Background: an optimization exercise with open tools, aiming at small area and a short achievable clock period. Do not read the settings as production practice. The RTL was checked by simulation tests, not by an equivalence proof against the original design. Power is estimated from default activity; no workload was simulated.

## flow/design.v (module list and top-level ports; edited modules follow where they fit)
// module dly45ns: 12 lines
// module dly65ns: 12 lines
// module dly90ns: 12 lines
// module dly100ns: 12 lines
// module dly115ns: 12 lines
// module dly140ns: 12 lines
// module dly150ns: 12 lines
// module dly165ns: 12 lines
// module dly170ns: 12 lines
// module dly190ns: 12 lines
// module dly215ns: 12 lines
// module dly240ns: 12 lines
// module dly265ns: 12 lines
// module dly280ns: 12 lines
// module gdly0_2us: 16 lines
// module gdly1us: 16 lines
// module gdly1_5us: 16 lines
// module gdly2us: 16 lines
// module gdly2_5us: 16 lines
// module gdly100us: 16 lines
// module clk60hz: 16 lines
// module adr: 5 lines
// module pg: 14 lines
// module pa: 12 lines
// module pa1: 12 lines
// module dcd: 15 lines
// module pa_dcd: 3 lines
// module pa_dcd2: 9 lines
// module pa_dcd4: 13 lines
// module ka10: 3252 lines
// module ka10_top: 158 lines
module ka10_top(
	input wire clk,
	input wire reset,
	input wire sw_power,
	input wire key_stop_sw,
	input wire key_exa_sw,
	input wire key_ex_nxt_sw,
	input wire key_dep_sw,
	input wire key_dep_nxt_sw,
	input wire key_reset_sw,
	input wire key_exe_sw,
	input wire key_sta_sw,
	input wire key_rdi_sw,
	input wire key_cont_sw,
	input wire key_sing_inst,
	input wire key_sing_cycle,
	input wire key_adr_inst,
	input wire key_adr_rd,
	input wire key_adr_wr,
	input wire key_adr_stop,
	input wire key_adr_brk,
	input wire key_par_stop,
	input wire key_nxm_stop,
	input wire key_repeat_sw,
	input wire [0:35] ds,
	input wire [18:35] as,
	input wire sc_stop_sw,
	input wire fm_enable_sw,
	input wire key_repeat_bypass_sw,
	input wire mi_prog_dis_sw,
	input wire [3:9] rdi_sel,
	output wire membus_rd_rq,
	output wire membus_wr_rq,
	output wire membus_rq_cyc,
	output wire membus_wr_rs,
	output wire [21:35] membus_ma,
	output wire [18:21] membus_sel,
	output wire [0:35] membus_mb_out,
	input  wire membus_addr_ack,
	input  wire membus_rd_rs,
	input  wire [0:35] membus_mb_in,
	output wire iobus_iob_reset,
	output wire iobus_datao_clear,
	output wire iobus_datao_set,
	output wire iobus_cono_clear,
	output wire iobus_cono_set,
	output wire iobus_iob_fm_datai,
	output wire iobus_iob_fm_status,
	output wire iobus_rdi_pulse,
	output wire [3:9] iobus_ios,
	output wire [0:35] iobus_iob_out,
	input  wire [1:7] iobus_pi_req,
	input  wire [0:35] iobus_iob_in,
	input  wire iobus_iob_dr_split,
	input  wire iobus_rdi_data,
	output wire ind_run,
	output wire ind_pi_on,
	output wire ind_prog_stop,
	output wire ind_user,
	output wire ind_mem_stop,
	output wire [1:7] ind_pih,
	output wire [1:7] ind_pir,
	output wire [1:7] ind_pio,
	output wire [18:35] ind_pc_reg,
	output wire [0:17] ind_ir_reg,
	output wire [18:35] ind_ma_reg,
	output wire [0:35] ind_mi_reg,
	output wire ind_mi_prog
);
  // ...
==> flow/flow/run.sh <==
#!/bin/bash
# The standard layout (standard.sh, the standard flow's own ORFS run with the standard
# synthesis), with these changes to how it is made:
#  - after the standard synthesis (run unchanged), OpenROAD's restructure
#    remaps the combinational logic for area (restructure.tcl), with a copy of the
#    platform's Liberty file that leaves out the platform's don't-use cells;
#  - the port buffers that buffer_ports inserts are sky130_fd_sc_hd__buf_1
#    instead of the resizer's default pick (clkdlybuf4s50_1, a delay cell);
#  - repair_timing is asked for 16 ns of setup margin, so it also works on
#    the paths from inputs to outputs, which otherwise never violate.
# The clock period and constraints are the design's (constraint.sdc).
# Each tool's full output is in orfs/logs/ or in a .log file in this folder.
set -euo pipefail
cd "$(dirname "$0")/.."
knobs=("SETUP_SLACK_MARGIN=16" "BUFFER_PORTS_ARGS=-buffer_cell sky130_fd_sc_hd__buf_1")
bash standard.sh "${knobs[@]}" synth > standard_synth.log 2>&1
python3 flow/libfilter.py "$FLOW_HOME/platforms/sky130hd/lib/sky130_fd_sc_hd__tt_025C_1v80.lib" \
  rmp.lib '*probe*' '*lpflow*' > libfilter.log 2>&1
mkdir -p rmp_work
RES=orfs/results/sky130hd/ka10_top/base openroad -exit flow/restructure.tcl > restructure.log 2>&1
bash standard.sh "${knobs[@]}" finish > standard_finish.log 2>&1
==> flow/flow/libfilter.py <==
#!/usr/bin/env python3
# Copy a Liberty file without the cells whose names match the given patterns.
import re, sys, fnmatch
src, dst = sys.argv[1], sys.argv[2]
pats = sys.argv[3:]
text = open(src).read()
out = []
i = 0
cell = re.compile(r'cell\s*\(\s*"?([A-Za-z0-9_]+)"?\s*\)\s*\{')
while True:
    m = cell.search(text, i)
    if not m:
        out.append(text[i:]); break
    name = m.group(1)
    # find the matching brace
    depth = 0; j = m.end() - 1
    while True:
        c = text[j]
        if c == '{': depth += 1
        elif c == '}':
            depth -= 1
            if depth == 0: break
        j += 1
    if any(fnmatch.fnmatch(name, p) for p in pats):
        out.append(text[i:m.start()])
    else:
        out.append(text[i:j+1])
    i = j + 1
open(dst, 'w').write(''.join(out))
==> flow/flow/restructure.tcl <==
# Area recovery on the synthesized netlist before floorplanning: OpenROAD's
# restructure remaps the combinational logic between the registers with ABC
# (registers and ports are left as they are). The result replaces
# 1_synth.odb, from which ORFS continues with the floorplan.
set res $::env(RES)
read_liberty $::env(FLOW_HOME)/platforms/sky130hd/lib/sky130_fd_sc_hd__tt_025C_1v80.lib
read_db $res/1_synth.odb
read_sdc $res/1_synth.sdc
source $::env(FLOW_HOME)/platforms/sky130hd/setRC.tcl
set_dont_use [get_lib_cells {*probe* *lpflow*}]
report_design_area
restructure -target area -liberty_file rmp.lib \
  -tielo_port sky130_fd_sc_hd__conb_1/LO -tiehi_port sky130_fd_sc_hd__conb_1/HI \
  -work_dir rmp_work -abc_logfile rmp_abc.log
report_design_area
write_db $res/1_synth.odb
==> flow/standard.sh <==
#!/bin/bash
# synth_recipe.tcl (not shown) runs the flow's synth.tcl, then flattens the netlist and writes it again
# the make line also repeats each setting of config.mk as NAME=value (left out here)
make -C /OpenROAD-flow-scripts/flow DESIGN_CONFIG=/design/flow/config.mk WORK_HOME=/design/flow/orfs CLKGATE_MAP_FILE= SYNTH_SCRIPT=/design/flow/synth_recipe.tcl "${@:-finish}"
==> flow/config.mk <==
export PLATFORM = sky130hd
export DESIGN_NAME = ka10_top
export DESIGN_NICKNAME = ka10_top
export VERILOG_FILES = /design/flow/design.v
export SDC_FILE = /design/flow/constraint.sdc
export NUM_CORES = 4
export LEC_CHECK = 0
export CAP_MARGIN = 25
export CORE_MARGIN = 2
export CORE_UTILIZATION = 55
export CTS_BUF_LIST = sky130_fd_sc_hd__clkbuf_8
export CTS_CLUSTER_DIAMETER = 50
export CTS_CLUSTER_SIZE = 15
export PLACE_DENSITY = 0.65
export SLEW_MARGIN = 20
==> flow/constraint.sdc <==
create_clock -name core_clock -period 28.0 [get_ports {clk}]
set_input_delay 5.6000 -clock core_clock [delete_from_list [all_inputs] [get_ports {clk}]]
set_output_delay 5.6000 -clock core_clock [all_outputs]
set_load 0.01 [all_outputs]
==> impl_summary.txt, run 1 <==
----------------------------------------------------
[Pwr]
  Total power divided by cell area ... 51.53 nW/µm²
  Leakage power ... 26.03 nW
  Fraction of power consumed by sequential logic ... 60.9%
  Gate power share ... 2.5%
  Worst vdd rail ir drop ... 59.26 µV
  Combinational power ... 0.103 mW
  Biggest power consumer among the groups ... registers

[Floorplanning]
  DIE HEIGHT ... 360.9 µm

[Global routing]
  Gr busiest metal ... met2

[STA]
  Period utilisation layout ... 43.17%
  FMAX ... 82.72 MHz
  Worst rel slew slack ... 15.15%
  Actual transition at the worst max-transition pin ... 1.261 ns
  Final Slew Violations ... 0
  Total Neg Setup Slack ... 0 ns

[Final layout]
  Non-clock buffer area fraction after layout ... 4.338%
  Area grow syn2layout ... 12.83%
  Filler-free cell count of the finished design ... 9632
  Non-clk bufs ... 651
  Filler cell count in the final layout ... 10603
  FFs & Latches ... 1662

[CTS]
  Count of hold buffers inserted by post-cts repair ... 0
  Total number of H-tree levels ... 4
  Cts repair resizes ... 12
  TritonCTS buffer count ... 155
  CTS tree ... built
  Clk Latency, worst-skew pair ... 1.00 ns

[Routing]
  Average via count per standard cell ... 7.192
  Total wire length after detailed routing ... 327800 µm
  Drt pass-1 iters ... 14
  Highest metal layer used by the detailed router ... met5

[Placed design]
  Port buffer count ... 397
  Routability congestion estimate from global placement ... 1.076
  DP Wirelength ... 233800 µm
  Post-place setup slack ... 15.38 ns

[Outcome]
  Result of the run ... no timing/DRC/antenna violations

[Setup path]
  Reg-to-reg critical path endpoint ... ka10.ar[2]
  Origin of the worst setup path ... fm_enable_sw
  Crit Path Category ... input pin to primary output
  Internal reg-to-reg setup slack ... 16.10 ns

[Min path]
  Capture endpoint of the worst hold path ... ka10.key_pa17.dcd.ll[1]
  Worst hold path startpoint ... ka10.key_pa17.dcd.ll[0]

[Synth]
  Post-synthesis cell area ... 70070 µm²

----------------------------------------------------
==> run 2: changes to the inputs <==
--- a/flow/config.mk
+++ b/flow/config.mk
@@ -10,5 +10,5 @@
 export CORE_UTILIZATION = 55
-export CTS_BUF_LIST = sky130_fd_sc_hd__clkbuf_8
-export CTS_CLUSTER_DIAMETER = 50
-export CTS_CLUSTER_SIZE = 15
+export CTS_BUF_LIST = sky130_fd_sc_hd__clkbuf_16
+export CTS_CLUSTER_DIAMETER = 80
+export CTS_CLUSTER_SIZE = 30
 export PLACE_DENSITY = 0.65
==> impl_summary.txt, run 2 <==
----------------------------------------------------
[CTS]
  Clk Latency, worst-skew pair ... 0.74 ns (was 1.00 ns)
  Clock root buffer master ... sky130_fd_sc_hd__clkbuf_16 (was sky130_fd_sc_hd__clkbuf_8)
  Number of sinks on the clock net ... 1662 (unchanged)
  Clock slew seen by the registers of the worst setup and hold paths ... 0.11 ns (was 0.09 ns)
  Count of hold buffers inserted by post-cts repair ... 0 (unchanged)
  CTS tree ... built (unchanged)
  Maximum buffer depth of the clock tree ... 3 (unchanged)
  TritonCTS buffer count ... 79 (was 155)
  Total number of H-tree levels ... 3 (was 4)

[Pwr]
  Gate power share ... 2.6% (was 2.5%)
  Power Internal ... 3.085 mW (was 3.096 mW)
  Fraction of power consumed by sequential logic ... 61.7% (was 60.9%)
  Leakage power ... 25.70 nW (was 26.03 nW)
  Total power divided by cell area ... 51.07 nW/µm² (was 51.53 nW/µm²)
  Worst vdd rail ir drop ... 57.53 µV (was 59.26 µV)
  Switching Power ... 0.9365 mW (was 0.9773 mW)
  Clk network pwr share ... 35.7% (was 36.6%)
  Switch share ... 23.29% (was 23.99%)

[STA]
  Period utilisation layout ... 43.18% (was 43.17%)
  Total Neg Setup Slack ... 0 ns (unchanged)
  Final period demand of the worst path ... 12.09 ns (about the same)
  FMAX ... 82.72 MHz (about the same)
  Final Slew Violations ... 0 (unchanged)
  Final hold vios ... 0 (unchanged)
  Unrepaired setup endpoints after global routing ... true (unchanged)
  Actual transition at the worst max-transition pin ... 1.305 ns (was 1.261 ns)
  Worst rel slew slack ... 12.40% (was 15.15%)
  Layout Skew ... 0.05160 ns (was 0.05902 ns)
  Final setup violation count ... 0 (unchanged)
  Worst hold slack ... 0.3345 ns (was 0.3252 ns)

[Outcome]
  Result of the run ... no timing/DRC/antenna violations (unchanged)

[Setup path]
  Logic depth of the worst register-to-register path ... 28 (unchanged)
  Worst Path Max Fanout ... 4 (unchanged)
  Element type at the critical path end ... primary output (unchanged)
  Reg-to-reg critical path endpoint ... ka10.ar[2] (unchanged)
  Type of origin of the critical path ... input pin (unchanged)
  CP Data Arrival Time ... 6.49 ns (about the same)
  Internal reg-to-reg setup slack ... 16.13 ns (was 16.10 ns)
  Worst endpoint required time ... 22.40 ns (about the same)
  Crit Path Category ... input pin to primary output (unchanged)
  Crit Reg-Reg Startpoint ... ka10.ad_br_p_en (unchanged)

[Floorplanning]
  Die area ... 130300 µm² (unchanged)
  Site row count ... 130 (unchanged)
  Number of placed I/O pins ... 398 (unchanged)
  Core footprint ... 126100 µm² (unchanged)
  Initial cell density of the core ... 55.59% (unchanged)
  Die outline width ... 360.9 µm (unchanged)
  DIE HEIGHT ... 360.9 µm (unchanged)

[Routing]
  Remaining DRCs ... 0 (unchanged)
  Detail-routed net length per standard cell ... 34.32 µm (was 34.03 µm)
  DRT antenna net count ... 0 (unchanged)
  Metal3 WL ... 49560 µm (was 50670 µm)
  Average via count per standard cell ... 7.261 (was 7.192)
  Drt pass-1 iters ... 11 (was 14)
  Vias after detailed routing ... 68994 (was 69278)
  Total wire length after detailed routing ... 326100 µm (was 327800 µm)
  Number of design-rule violations left by the first detailed-router iteration ... 13067 (was 13046)
  Routed metal-1 wirelength ... 115800 µm (was 115600 µm)
  Highest metal layer used by the detailed router ... met5 (unchanged)
  Met2 WL post-DR ... 132400 µm (was 132800 µm)

[Final layout]
  Register with the most flip-flops ... ka10.fmem (unchanged)
  Commonest non-fill, non-tap cells in the layout ... 1081 x sky130_fd_sc_hd__dfxtp_1, 900 x sky130_fd_sc_hd__nor2_1, 828 x sky130_fd_sc_hd__clkinv_1 (unchanged)
  Area grow syn2layout ... 12.38% (was 12.83%)
  Leading cell type in the layout, fill and taps excluded ... sky130_fd_sc_hd__dfxtp_1 (unchanged)
  Filler cell count in the final layout ... 10607 (was 10603)
  Final-stage net count ... 7944 (was 8023)
  Layout cells sized above 1 ... 5.709% (was 6.999%)
  Flip-flop count of the largest register, all copies and words added ... 576 (unchanged)

[Run]
  Count of max-cap constraint violations ... 0 (unchanged)

[Global routing]
  Gr ovfl total ... 0 (unchanged)
  Largest net degree at the start of global routing ... 90 (unchanged)
  Initial antenna violation count ... 38 (was 39)
  Via count of the first global-routing pass ... 62337 (was 63194)
  Aggregate global-route resource usage ... 48.16% (was 48.58%)
  Global-route wire length before repair ... 452500 µm (was 455600 µm)

[Min path]
  Hold depth ... 0 (unchanged)
  Worst hold path startpoint ... ka10.key_pa16.dcd2.ll[0] (was ka10.key_pa17.dcd.ll[0])
  Type of the worst min-delay path ... flip-flop to flip-flop (unchanged)
  Capture endpoint of the worst hold path ... ka10.key_pa16.dcd2.ll[1] (was ka10.key_pa17.dcd.ll[1])

[Synth]
  Synthesized area per cell ... 9.937 µm² (unchanged)
  Post-synthesis cell area ... 70070 µm² (unchanged)
  Synthesis Warnings ... 26 (unchanged)
  Number of standard cells after synthesis ... 7052 (unchanged)
  Net Count, Synth ... 7223 (unchanged)

[Placed design]
  Port buffer count ... 397 (unchanged)
  Routability congestion estimate from global placement ... 1.076 (unchanged)
  DP Wirelength ... 233800 µm (unchanged)

----------------------------------------------------
## run 2: through the flow
stage / total power [mW] / std cells / worst slack [ns] / area (µm²) / util, %
3_3_place_gp: 2.630 / 9328 / 15.40 / 75790 / 60.12
6_report: 4.022 / 9502 / 15.91 / 78750 / 62.47
3_5_place_dp: 2.631 / 9329 / 15.38 / 75820 / 60.15
5_1_grt: 4.100 / 9484 / 15.91 / 78700 / 62.43
2_1_floorplan: 2.569 / 7052 / 16.00 / 70090 / -
4_1_cts: 4.009 / 9472 / 15.90 / 78620 / 62.37
## run 2: layout make-up
type	instances	area (µm²)	area share, %
diodes	22	55.05	0.06991
clock buffers	82	2052	2.606
clock inverters	56	675.6	0.8580
inverters	831	3134	3.980
multi-input cells	4551	28300	35.94
flip-flops and latches	1662	39060	49.60
well taps	1650	2064	2.622
repair buffers	648	3407	4.327
## run 2: what timing repair did
action                     in CTS  in global routing
buffers inserted                5                  1
resized for setup              12                  2
setup endpoints to repair       4                  5
pin swaps                       3                  1
## run 2: how the worst max path moves through the flow
stage,start,to,slack (ns),cells after the start
final,fm_enable_sw,membus_ma[32],15.91,7
after global placement,fm_enable_sw,membus_ma[32],15.40,7
after floorplan,ka10.iob_dly0.dcd.init[0],iobus_datao_set,16.00,4
after detailed placement,fm_enable_sw,membus_ma[32],15.38,7
after global routing,fm_enable_sw,membus_ma[32],15.91,7
after CTS,fm_enable_sw,membus_ma[32],15.90,7
## run 2: critical path, stage by stage
cell                       delay [ns]
sky130_fd_sc_hd__buf_12          0.10
sky130_fd_sc_hd__nand3_4         0.13
sky130_fd_sc_hd__clkinv_4        0.08
sky130_fd_sc_hd__nor2_4          0.16
sky130_fd_sc_hd__inv_4           0.06
sky130_fd_sc_hd__a22o_1          0.21
sky130_fd_sc_hd__buf_2           0.14
## run 2: power by group through the flow
stage / sequential [mW] / clock, mW / combinational, mW
final: 2.48 / 1.44 / 0.103
after global routing: 2.48 / 1.52 / 0.102
after CTS: 2.48 / 1.43 / 0.0946
after detailed placement: 2.54 / 0 / 0.0938
after global placement: 2.54 / 0 / 0.0934
after floorplan: 2.54 / 0 / 0.0323
## run 2: per-layer routing
layer  up-vias  track usage (%)
met4        30            33.37
met3      1444            17.86
met2      5960            68.57
met5         -           0.7769
li1      28511                -
met1     33049            60.54
==> run 3: changes to the inputs <==
--- a/flow/flow/run.sh
+++ b/flow/flow/run.sh
@@ -8,3 +8,3 @@
 #    instead of the resizer's default pick (clkdlybuf4s50_1, a delay cell);
-#  - repair_timing is asked for 16 ns of setup margin, so it also works on
+#  - repair_timing is asked for 16.5 ns of setup margin, so it also works on
 #    the paths from inputs to outputs, which otherwise never violate.
@@ -14,3 +14,3 @@
 cd "$(dirname "$0")/.."
-knobs=("SETUP_SLACK_MARGIN=16" "BUFFER_PORTS_ARGS=-buffer_cell sky130_fd_sc_hd__buf_1")
+knobs=("SETUP_SLACK_MARGIN=16.5" "BUFFER_PORTS_ARGS=-buffer_cell sky130_fd_sc_hd__buf_1")
 bash standard.sh "${knobs[@]}" synth > standard_synth.log 2>&1
==> impl_summary.txt, run 3 <==
----------------------------------------------------
[Outcome]
  Result of the run ... no timing/DRC/antenna violations (unchanged)

[STA]
  Final period demand of the worst path ... 12.14 ns (was 12.09 ns)
  FMAX ... 82.37 MHz (was 82.72 MHz)
  Worst hold slack ... 0.3309 ns (was 0.3345 ns)
  Period utilisation layout ... 43.36% (was 43.18%)
  Final Slew Violations ... 0 (unchanged)
  Worst rel slew slack ... 16.24% (was 12.40%)
  Unrepaired setup endpoints after global routing ... true (unchanged)
  Final hold vios ... 0 (unchanged)
  Actual transition at the worst max-transition pin ... 1.246 ns (was 1.305 ns)
  Layout Skew ... 0.05312 ns (was 0.05160 ns)
  Final setup violation count ... 0 (unchanged)
  Total Neg Setup Slack ... 0 ns (unchanged)

[Setup path]
  Slowest-stage cell, CP ... sky130_fd_sc_hd__a22o_1 (unchanged)
  Critical path cell sequence ... buf_12, nand3_4, clkinv_4, nor2_4, inv_4, a22o_1, buf_2 (unchanged)
  Logic depth of the worst register-to-register path ... 25 (was 28)
  Type of origin of the critical path ... input pin (unchanged)
  CP peak stage delay ... 0.22 ns (was 0.21 ns)
  Worst Path Max Fanout ... 4 (unchanged)
  Worst path bufs/invs ... 4 (unchanged)
  Element type at the critical path end ... primary output (unchanged)
  Crit Path Category ... input pin to primary output (unchanged)
  CP Data Arrival Time ... 6.54 ns (was 6.49 ns)
  Reg-to-reg critical path endpoint ... ka10.ar[3] (was ka10.ar[2])
  Worst endpoint required time ... 22.40 ns (about the same)
  Crit Reg-Reg Startpoint ... ka10.ad_br_p_en (unchanged)
  CP delay by family, top ... buffers and inverters (unchanged)
  Internal reg-to-reg setup slack ... 17.54 ns (was 16.13 ns)

[Run]
  Count of max-cap constraint violations ... 0 (unchanged)

[Global routing]
  Initial antenna violation count ... 29 (was 38)
  Global-route wire length before repair ... 456700 µm (was 452500 µm)
  Aggregate global-route resource usage ... 48.64% (was 48.16%)
  Via count of the first global-routing pass ... 62999 (was 62337)
  Gr ovfl total ... 0 (unchanged)
  Largest net degree at the start of global routing ... 125 (was 90)

[Floorplanning]
  Die area ... 130300 µm² (unchanged)
  DIE HEIGHT ... 360.9 µm (unchanged)
  Die outline width ... 360.9 µm (unchanged)
  Initial cell density of the core ... 55.59% (unchanged)
  Number of placed I/O pins ... 398 (unchanged)
  Core footprint ... 126100 µm² (unchanged)
  Site row count ... 130 (unchanged)

[Pwr]
  Total power divided by cell area ... 50.78 nW/µm² (was 51.07 nW/µm²)
  Worst vdd rail ir drop ... 68.40 µV (was 57.53 µV)
  Power Internal ... 3.084 mW (was 3.085 mW)
  Fraction of power consumed by sequential logic ... 62.1% (was 61.7%)
  Total Power ... 3.997 mW (was 4.022 mW)
  Leakage power ... 25.68 nW (was 25.70 nW)
  Switching Power ... 0.9135 mW (was 0.9365 mW)
  Switch share ... 22.85% (was 23.29%)
  Gate power share ... 2.5% (was 2.6%)
  Clk network pwr share ... 35.4% (was 35.7%)

[Final layout]
  Area grow syn2layout ... 12.33% (was 12.38%)
  Filler-free cell count of the finished design ... 9493 (was 9502)
  Register with the most flip-flops ... ka10.fmem (unchanged)
  Commonest non-fill, non-tap cells in the layout ... 1079 x sky130_fd_sc_hd__dfxtp_1, 900 x sky130_fd_sc_hd__nor2_1, 830 x sky130_fd_sc_hd__clkinv_1 (was 1081 x sky130_fd_sc_hd__dfxtp_1, 900 x sky130_fd_sc_hd__nor2_1, 828 x sky130_fd_sc_hd__clkinv_1)
  Final standard cell utilization of the core ... 62.44% (was 62.47%)
  Final-stage net count ... 7946 (was 7944)
  Flip-flop count of the largest register, all copies and words added ... 576 (unchanged)
  Filler cell count in the final layout ... 10485 (was 10607)
  Leading cell type in the layout, fill and taps excluded ... sky130_fd_sc_hd__dfxtp_1 (unchanged)
  Layout cells sized above 1 ... 5.876% (was 5.709%)
  Combined area of the multi-input logic cells ... 28360 µm² (was 28300 µm²)
  Seq. cell area ... 39060 µm² (about the same)

[Min path]
  Worst hold path startpoint ... ka10.key_dcd1.dcd1.ll[0] (was ka10.key_pa16.dcd2.ll[0])
  Capture endpoint of the worst hold path ... ka10.key_dcd1.dcd1.ll[1] (was ka10.key_pa16.dcd2.ll[1])
  Type of the worst min-delay path ... flip-flop to flip-flop (unchanged)
  Hold depth ... 0 (unchanged)

[Synth]
  Synthesis Warnings ... 26 (unchanged)
  Post-synthesis cell area ... 70070 µm² (unchanged)
  Net Count, Synth ... 7223 (unchanged)
  Synthesized area per cell ... 9.937 µm² (unchanged)
  Number of standard cells after synthesis ... 7052 (unchanged)

[Routing]
  DRT antenna net count ... 0 (unchanged)
  Vias after detailed routing ... 68546 (was 68994)
  Total wire length after detailed routing ... 328800 µm (was 326100 µm)
  Detail-routed net length per standard cell ... 34.64 µm (was 34.32 µm)
  Number of design-rule violations left by the first detailed-router iteration ... 12522 (was 13067)
  Drt pass-1 iters ... 8 (was 11)
  Average via count per standard cell ... 7.221 (was 7.261)
  Remaining DRCs ... 0 (unchanged)

[CTS]
  Clk Latency, worst-skew pair ... 0.75 ns (was 0.74 ns)
  Maximum buffer depth of the clock tree ... 3 (unchanged)
  Total number of H-tree levels ... 3 (unchanged)
  CTS tree ... built (unchanged)
  Clock slew seen by the registers of the worst setup and hold paths ... 0.10 ns (was 0.11 ns)
  Number of sinks on the clock net ... 1662 (unchanged)
  Clock root buffer master ... sky130_fd_sc_hd__clkbuf_16 (unchanged)
  Count of hold buffers inserted by post-cts repair ... 0 (unchanged)
  TritonCTS buffer count ... 78 (was 79)

[Placed design]
  Post-Place Cells ... 9328 (was 9329)
  DP Wirelength ... 234400 µm (was 233800 µm)
  Routability congestion estimate from global placement ... 1.086 (was 1.076)
  Port buffer count ... 397 (unchanged)

----------------------------------------------------
==> run 3: worst max path at each step <==
| stage | slack, ns | cells after the start | startpoint | end |
|---|---|---|---|---|
| 6_report | 15.86 | 7 | fm_enable_sw | membus_ma[32] |
| 3_5_place_dp | 15.34 | 6 | fm_enable_sw | membus_ma[35] |
| 5_1_grt | 15.86 | 7 | fm_enable_sw | membus_ma[32] |
| 2_1_floorplan | 16.18 | 5 | fm_enable_sw | membus_ma[32] |
| 4_1_cts | 15.81 | 7 | fm_enable_sw | membus_ma[32] |
| 3_3_place_gp | 15.38 | 6 | fm_enable_sw | membus_ma[35] |
==> run 3: layout make-up <==
class,count,area share (%)
Inverter,831,3.988
Clock inverter,54,0.7678
Multi-Input combinational cell,4551,36.03
Clock buffer,80,2.543
Sequential cell,1662,49.63
Tap cell,1650,2.623
Timing Repair Buffer,651,4.381
Antenna cell,14,0.04451
==> run 3: stage by stage <==
step | setup slack (ns) | area (µm²)
2_1_floorplan | 16.18 | 70130
3_3_place_gp | 15.38 | 75840
3_5_place_dp | 15.34 | 75880
4_1_cts | 15.81 | 78550
5_1_grt | 15.86 | 78690
6_report | 15.86 | 78710
==> run 3: worst register-to-register path, cell delays in order (launching register included) <==
cell	delay, ns
sky130_fd_sc_hd__dfxtp_1	0.82
sky130_fd_sc_hd__clkinv_1	0.15
sky130_fd_sc_hd__buf_4	0.28
sky130_fd_sc_hd__o2bb2ai_1	0.21
sky130_fd_sc_hd__and2_0	0.20
sky130_fd_sc_hd__nor2_1	0.31
sky130_fd_sc_hd__clkinv_1	0.18
sky130_fd_sc_hd__or3_1	0.46
sky130_fd_sc_hd__or4_1	0.51
sky130_fd_sc_hd__nor3_1	0.50
sky130_fd_sc_hd__a311oi_1	0.23
sky130_fd_sc_hd__o21ai_0	0.21
sky130_fd_sc_hd__clkinv_1	0.17
sky130_fd_sc_hd__o221ai_1	0.63
sky130_fd_sc_hd__clkinv_1	0.38
sky130_fd_sc_hd__or4_1	0.66
sky130_fd_sc_hd__nor3_1	0.67
sky130_fd_sc_hd__clkinv_1	0.45
sky130_fd_sc_hd__a222oi_1	0.99
sky130_fd_sc_hd__clkinv_1	0.46
sky130_fd_sc_hd__nor2_1	0.53
sky130_fd_sc_hd__clkinv_1	0.23
sky130_fd_sc_hd__nor3_1	0.50
sky130_fd_sc_hd__o2111ai_1	0.28
sky130_fd_sc_hd__o22a_1	0.26
sky130_fd_sc_hd__o21ai_0	0.12
==> run 3: repair_timing <==
| item | in CTS | in global routing |
|---|---|---|
| setup buffers | 5 | 5 |
| gates resized for setup | 10 | 6 |
| pin swaps | 3 | 3 |
| setup endpoints to repair | 5 | 5 |
==> run 3: power by group through the flow <==
| stage | combinational, mW | sequential, mW | clock, mW |
|---|---|---|---|
| 6_report | 0.102 | 2.48 | 1.41 |
| 5_1_grt | 0.101 | 2.48 | 1.49 |
| 4_1_cts | 0.0935 | 2.48 | 1.41 |
| 3_5_place_dp | 0.0927 | 2.54 | 0 |
| 3_3_place_gp | 0.0926 | 2.54 | 0 |
| 2_1_floorplan | 0.0319 | 2.54 | 0 |
==> run 3: per-layer routing <==
layer	wire length (µm)	global-route usage [%]	up-vias	part of all wire, %
met2	132700	68.91	5803	40
met4	29400	35.12	32	8.9
li1	-	-	28523	-
met1	116200	60.34	32747	35
met5	299	0.5179	-	0.091
met3	50290	18.85	1441	15
==> run 4: changes to the inputs <==
--- a/flow/config.mk
+++ b/flow/config.mk
@@ -10,5 +10,5 @@
 export CORE_UTILIZATION = 55
-export CTS_BUF_LIST = sky130_fd_sc_hd__clkbuf_16
-export CTS_CLUSTER_DIAMETER = 80
-export CTS_CLUSTER_SIZE = 30
+export CTS_BUF_LIST = sky130_fd_sc_hd__clkbuf_8
+export CTS_CLUSTER_DIAMETER = 50
+export CTS_CLUSTER_SIZE = 15
 export PLACE_DENSITY = 0.65
==> impl_summary.txt, run 4 <==
----------------------------------------------------
[STA]
  Actual transition at the worst max-transition pin ... 1.295 ns (was 1.246 ns)
  Period utilisation layout ... 43.36% (about the same)
  Unrepaired setup endpoints after global routing ... true (unchanged)
  Final period demand of the worst path ... 12.14 ns (about the same)
  Layout Skew ... 0.06547 ns (was 0.05312 ns)
  Final hold vios ... 0 (unchanged)
  Final Slew Violations ... 0 (unchanged)
  Final setup violation count ... 0 (unchanged)
  Total Neg Setup Slack ... 0 ns (unchanged)
  Worst hold slack ... 0.3321 ns (was 0.3309 ns)
  FMAX ... 82.37 MHz (about the same)
  Worst rel slew slack ... 12.86% (was 16.24%)

[Routing]
  Remaining DRCs ... 0 (unchanged)
  DRT antenna net count ... 0 (unchanged)
  Average via count per standard cell ... 7.217 (was 7.221)
  Vias after detailed routing ... 69347 (was 68546)
  Total wire length after detailed routing ... 330200 µm (was 328800 µm)
  Detail-routed net length per standard cell ... 34.37 µm (was 34.64 µm)
  Drt pass-1 iters ... 12 (was 8)
  Number of design-rule violations left by the first detailed-router iteration ... 13151 (was 12522)

[Setup path]
  Element type at the critical path end ... primary output (unchanged)
  Worst endpoint required time ... 22.40 ns (about the same)
  Critical path cell sequence ... buf_12, nand3_4, clkinv_4, nor2_4, inv_4, a22o_1, buf_2 (unchanged)
  Worst path bufs/invs ... 4 (unchanged)
  CP peak stage delay ... 0.22 ns (about the same)
  Slowest-stage cell, CP ... sky130_fd_sc_hd__a22o_1 (unchanged)
  Crit Path Category ... input pin to primary output (unchanged)
  Worst Path Max Fanout ... 4 (unchanged)
  Internal reg-to-reg setup slack ... 17.44 ns (was 17.54 ns)
  CP delay by family, top ... buffers and inverters (unchanged)
  Type of origin of the critical path ... input pin (unchanged)
  CP Data Arrival Time ... 6.54 ns (about the same)

[Final layout]
  Combined area of the multi-input logic cells ... 28360 µm² (about the same)
  Final-stage net count ... 8018 (was 7946)
  Layout cells sized above 1 ... 7.022% (was 5.876%)
  Filler cell count in the final layout ... 10404 (was 10485)
  Leading cell type in the layout, fill and taps excluded ... sky130_fd_sc_hd__dfxtp_1 (unchanged)
  Final standard cell utilization of the core ... 62.85% (was 62.44%)
  Seq. cell area ... 39060 µm² (unchanged)
  Area grow syn2layout ... 13.07% (was 12.33%)
  Filler-free cell count of the finished design ... 9609 (was 9493)
  Register with the most flip-flops ... ka10.fmem (unchanged)
  Flip-flop count of the largest register, all copies and words added ... 576 (unchanged)
  Commonest non-fill, non-tap cells in the layout ... 1079 x sky130_fd_sc_hd__dfxtp_1, 900 x sky130_fd_sc_hd__nor2_1, 827 x sky130_fd_sc_hd__clkinv_1 (was 1079 x sky130_fd_sc_hd__dfxtp_1, 900 x sky130_fd_sc_hd__nor2_1, 830 x sky130_fd_sc_hd__clkinv_1)

[CTS]
  TritonCTS buffer count ... 151 (was 78)
  Total number of H-tree levels ... 4 (was 3)
  Clock slew seen by the registers of the worst setup and hold paths ... 0.09 ns (was 0.10 ns)
  Clk Latency, worst-skew pair ... 0.99 ns (was 0.75 ns)
  Count of hold buffers inserted by post-cts repair ... 0 (unchanged)
  Maximum buffer depth of the clock tree ... 3 (unchanged)
  Clock root buffer master ... sky130_fd_sc_hd__clkbuf_8 (was sky130_fd_sc_hd__clkbuf_16)
  Number of sinks on the clock net ... 1662 (unchanged)
  CTS tree ... built (unchanged)

[Floorplanning]
  Number of placed I/O pins ... 398 (unchanged)
  Die area ... 130300 µm² (unchanged)
  Die outline width ... 360.9 µm (unchanged)
  Site row count ... 130 (unchanged)
  DIE HEIGHT ... 360.9 µm (unchanged)
  Initial cell density of the core ... 55.59% (unchanged)
  Core footprint ... 126100 µm² (unchanged)

[Pwr]
  Worst vdd rail ir drop ... 61.85 µV (was 68.40 µV)
  Power Internal ... 3.140 mW (was 3.084 mW)
  Fraction of power consumed by sequential logic ... 60.4% (was 62.1%)
  Switching Power ... 0.9676 mW (was 0.9135 mW)
  Clk network pwr share ... 37.1% (was 35.4%)
  Leakage power ... 26.08 nW (was 25.68 nW)
  Switch share ... 23.56% (was 22.85%)
  Total power divided by cell area ... 51.84 nW/µm² (was 50.78 nW/µm²)
  Gate power share ... 2.5% (about the same)

[Global routing]
  Gr ovfl total ... 0 (unchanged)
  Largest net degree at the start of global routing ... 125 (unchanged)
  Via count of the first global-routing pass ... 63680 (was 62999)
  Initial antenna violation count ... 22 (was 29)
  Aggregate global-route resource usage ... 48.93% (was 48.64%)
  Global-route wire length before repair ... 458700 µm (was 456700 µm)

[Synth]
  Synthesized area per cell ... 9.937 µm² (unchanged)
  Synthesis Warnings ... 26 (unchanged)
  Net Count, Synth ... 7223 (unchanged)
  Post-synthesis cell area ... 70070 µm² (unchanged)
  Number of standard cells after synthesis ... 7052 (unchanged)

[Placed design]
  Routability congestion estimate from global placement ... 1.086 (unchanged)
  DP Wirelength ... 234400 µm (unchanged)
  Port buffer count ... 397 (unchanged)
  Post-Place Cells ... 9328 (unchanged)

[Outcome]
  Result of the run ... no timing/DRC/antenna violations (unchanged)

[Min path]
  Type of the worst min-delay path ... flip-flop to flip-flop (unchanged)

[Run]
  Count of max-cap constraint violations ... 0 (unchanged)

----------------------------------------------------
## run 4: metal layers
| layer | share of wire [%] | vias to the layer above | GRT usage (%) |
|---|---|---|---|
| li1 | - | 28704 | - |
| met1 | 35 | 33099 | 61.24 |
| met2 | 40 | 5996 | 68.75 |
| met3 | 15 | 1536 | 18.44 |
| met4 | 9.0 | 12 | 36.14 |
| met5 | 0.042 | - | 0.4070 |
## run 4: worst paths after layout
path / from / to / cells after the start
max: fm_enable_sw / membus_ma[32] / 7
min reg2reg: ka10.key_dcd1.dcd1.ll[0] / ka10.key_dcd1.dcd1.ll[1] / 0
max reg2reg: ka10.ar[27] / ka10.ar[3] / 29
min in group asynchronous: reset / ka10.mr_pg1.x[1] / 2
min: ka10.key_dcd1.dcd1.ll[0] / ka10.key_dcd1.dcd1.ll[1] / 0
max in group asynchronous: reset / ka10.a_pa1.init[1] / 3
## run 4: power groups by stage
stage                     logic, mW  clock network [mW]  registers [mW]
after global placement       0.0926                   0            2.54
after global routing          0.101                1.61            2.48
after CTS                    0.0935                1.52            2.48
after detailed placement     0.0927                   0            2.54
after floorplan              0.0319                   0            2.54
final                         0.101                1.53            2.48
## run 4: what timing repair did
action | CTS | global route
buffers inserted | 5 | 5
hold endpoints to repair | 0 | 0
endpoints found under the setup margin | 5 | 7
pin swaps | 3 | 3
resized for setup | 10 | 7
## run 4: through the flow
stage               setup WS, ns  power [mW]  instance area [µm²]
finish                     15.86       4.108                79230
global route               15.86       4.194                79210
CTS                        15.81       4.096                79080
detailed placement         15.34       2.630                75880
global placement           15.38       2.630                75840
floorplan                  16.18       2.569                70130
## run 4: final cells by class
cell class / count / share of cell area (%)
Antenna cell: 12 / 0.03790
Timing Repair Buffer: 650 / 4.333
Clock inverter: 90 / 1.128
Tap cell: 1650 / 2.606
Multi-Input combinational cell: 4551 / 35.80
Inverter: 831 / 3.962
Clock buffer: 163 / 2.832
Sequential cell: 1662 / 49.30
## run 4: worst reg2reg max path, delay by kind of cell, from the launching register on
family	cells	cell delay [ns]
DFF	1	0.32
buffers and inverters	9	2.76
and+or+nand+nor	8	3.28
AOI/OAI and AO/OA	12	4.07

afterwards: timing with drivers on the ports:
In the flow no input, the clock included, has a driving cell. The finished layouts below were timed again as built, in two steps.
Step 1 assumes that a clkbuf_16 drives the clock port and a buf_2 every other input.
Step 2 also shifts input and output timing later by t, the mid clock arrival at the registers, as if the neighbouring blocks saw the same clock.
Slacks: no drivers / after step 1 / after step 2; pairs: no drivers / after step 1.
| run | t, ns | setup slack, ns | worst slew at a driven data input, ns |
|---|---|---|---|
| run 1 | 1.053 | 15.911 / 15.860 / 15.860 | 0.13 |
| run 2 | 0.800 | 15.911 / 15.865 / 15.865 | 0.12 |
| run 3 | 0.803 | 15.859 / 15.806 / 15.806 | 0.16 |
| run 4 | 1.044 | 15.860 / 15.807 / 15.807 | 0.15 |
After both steps every run listed still meets setup and hold.
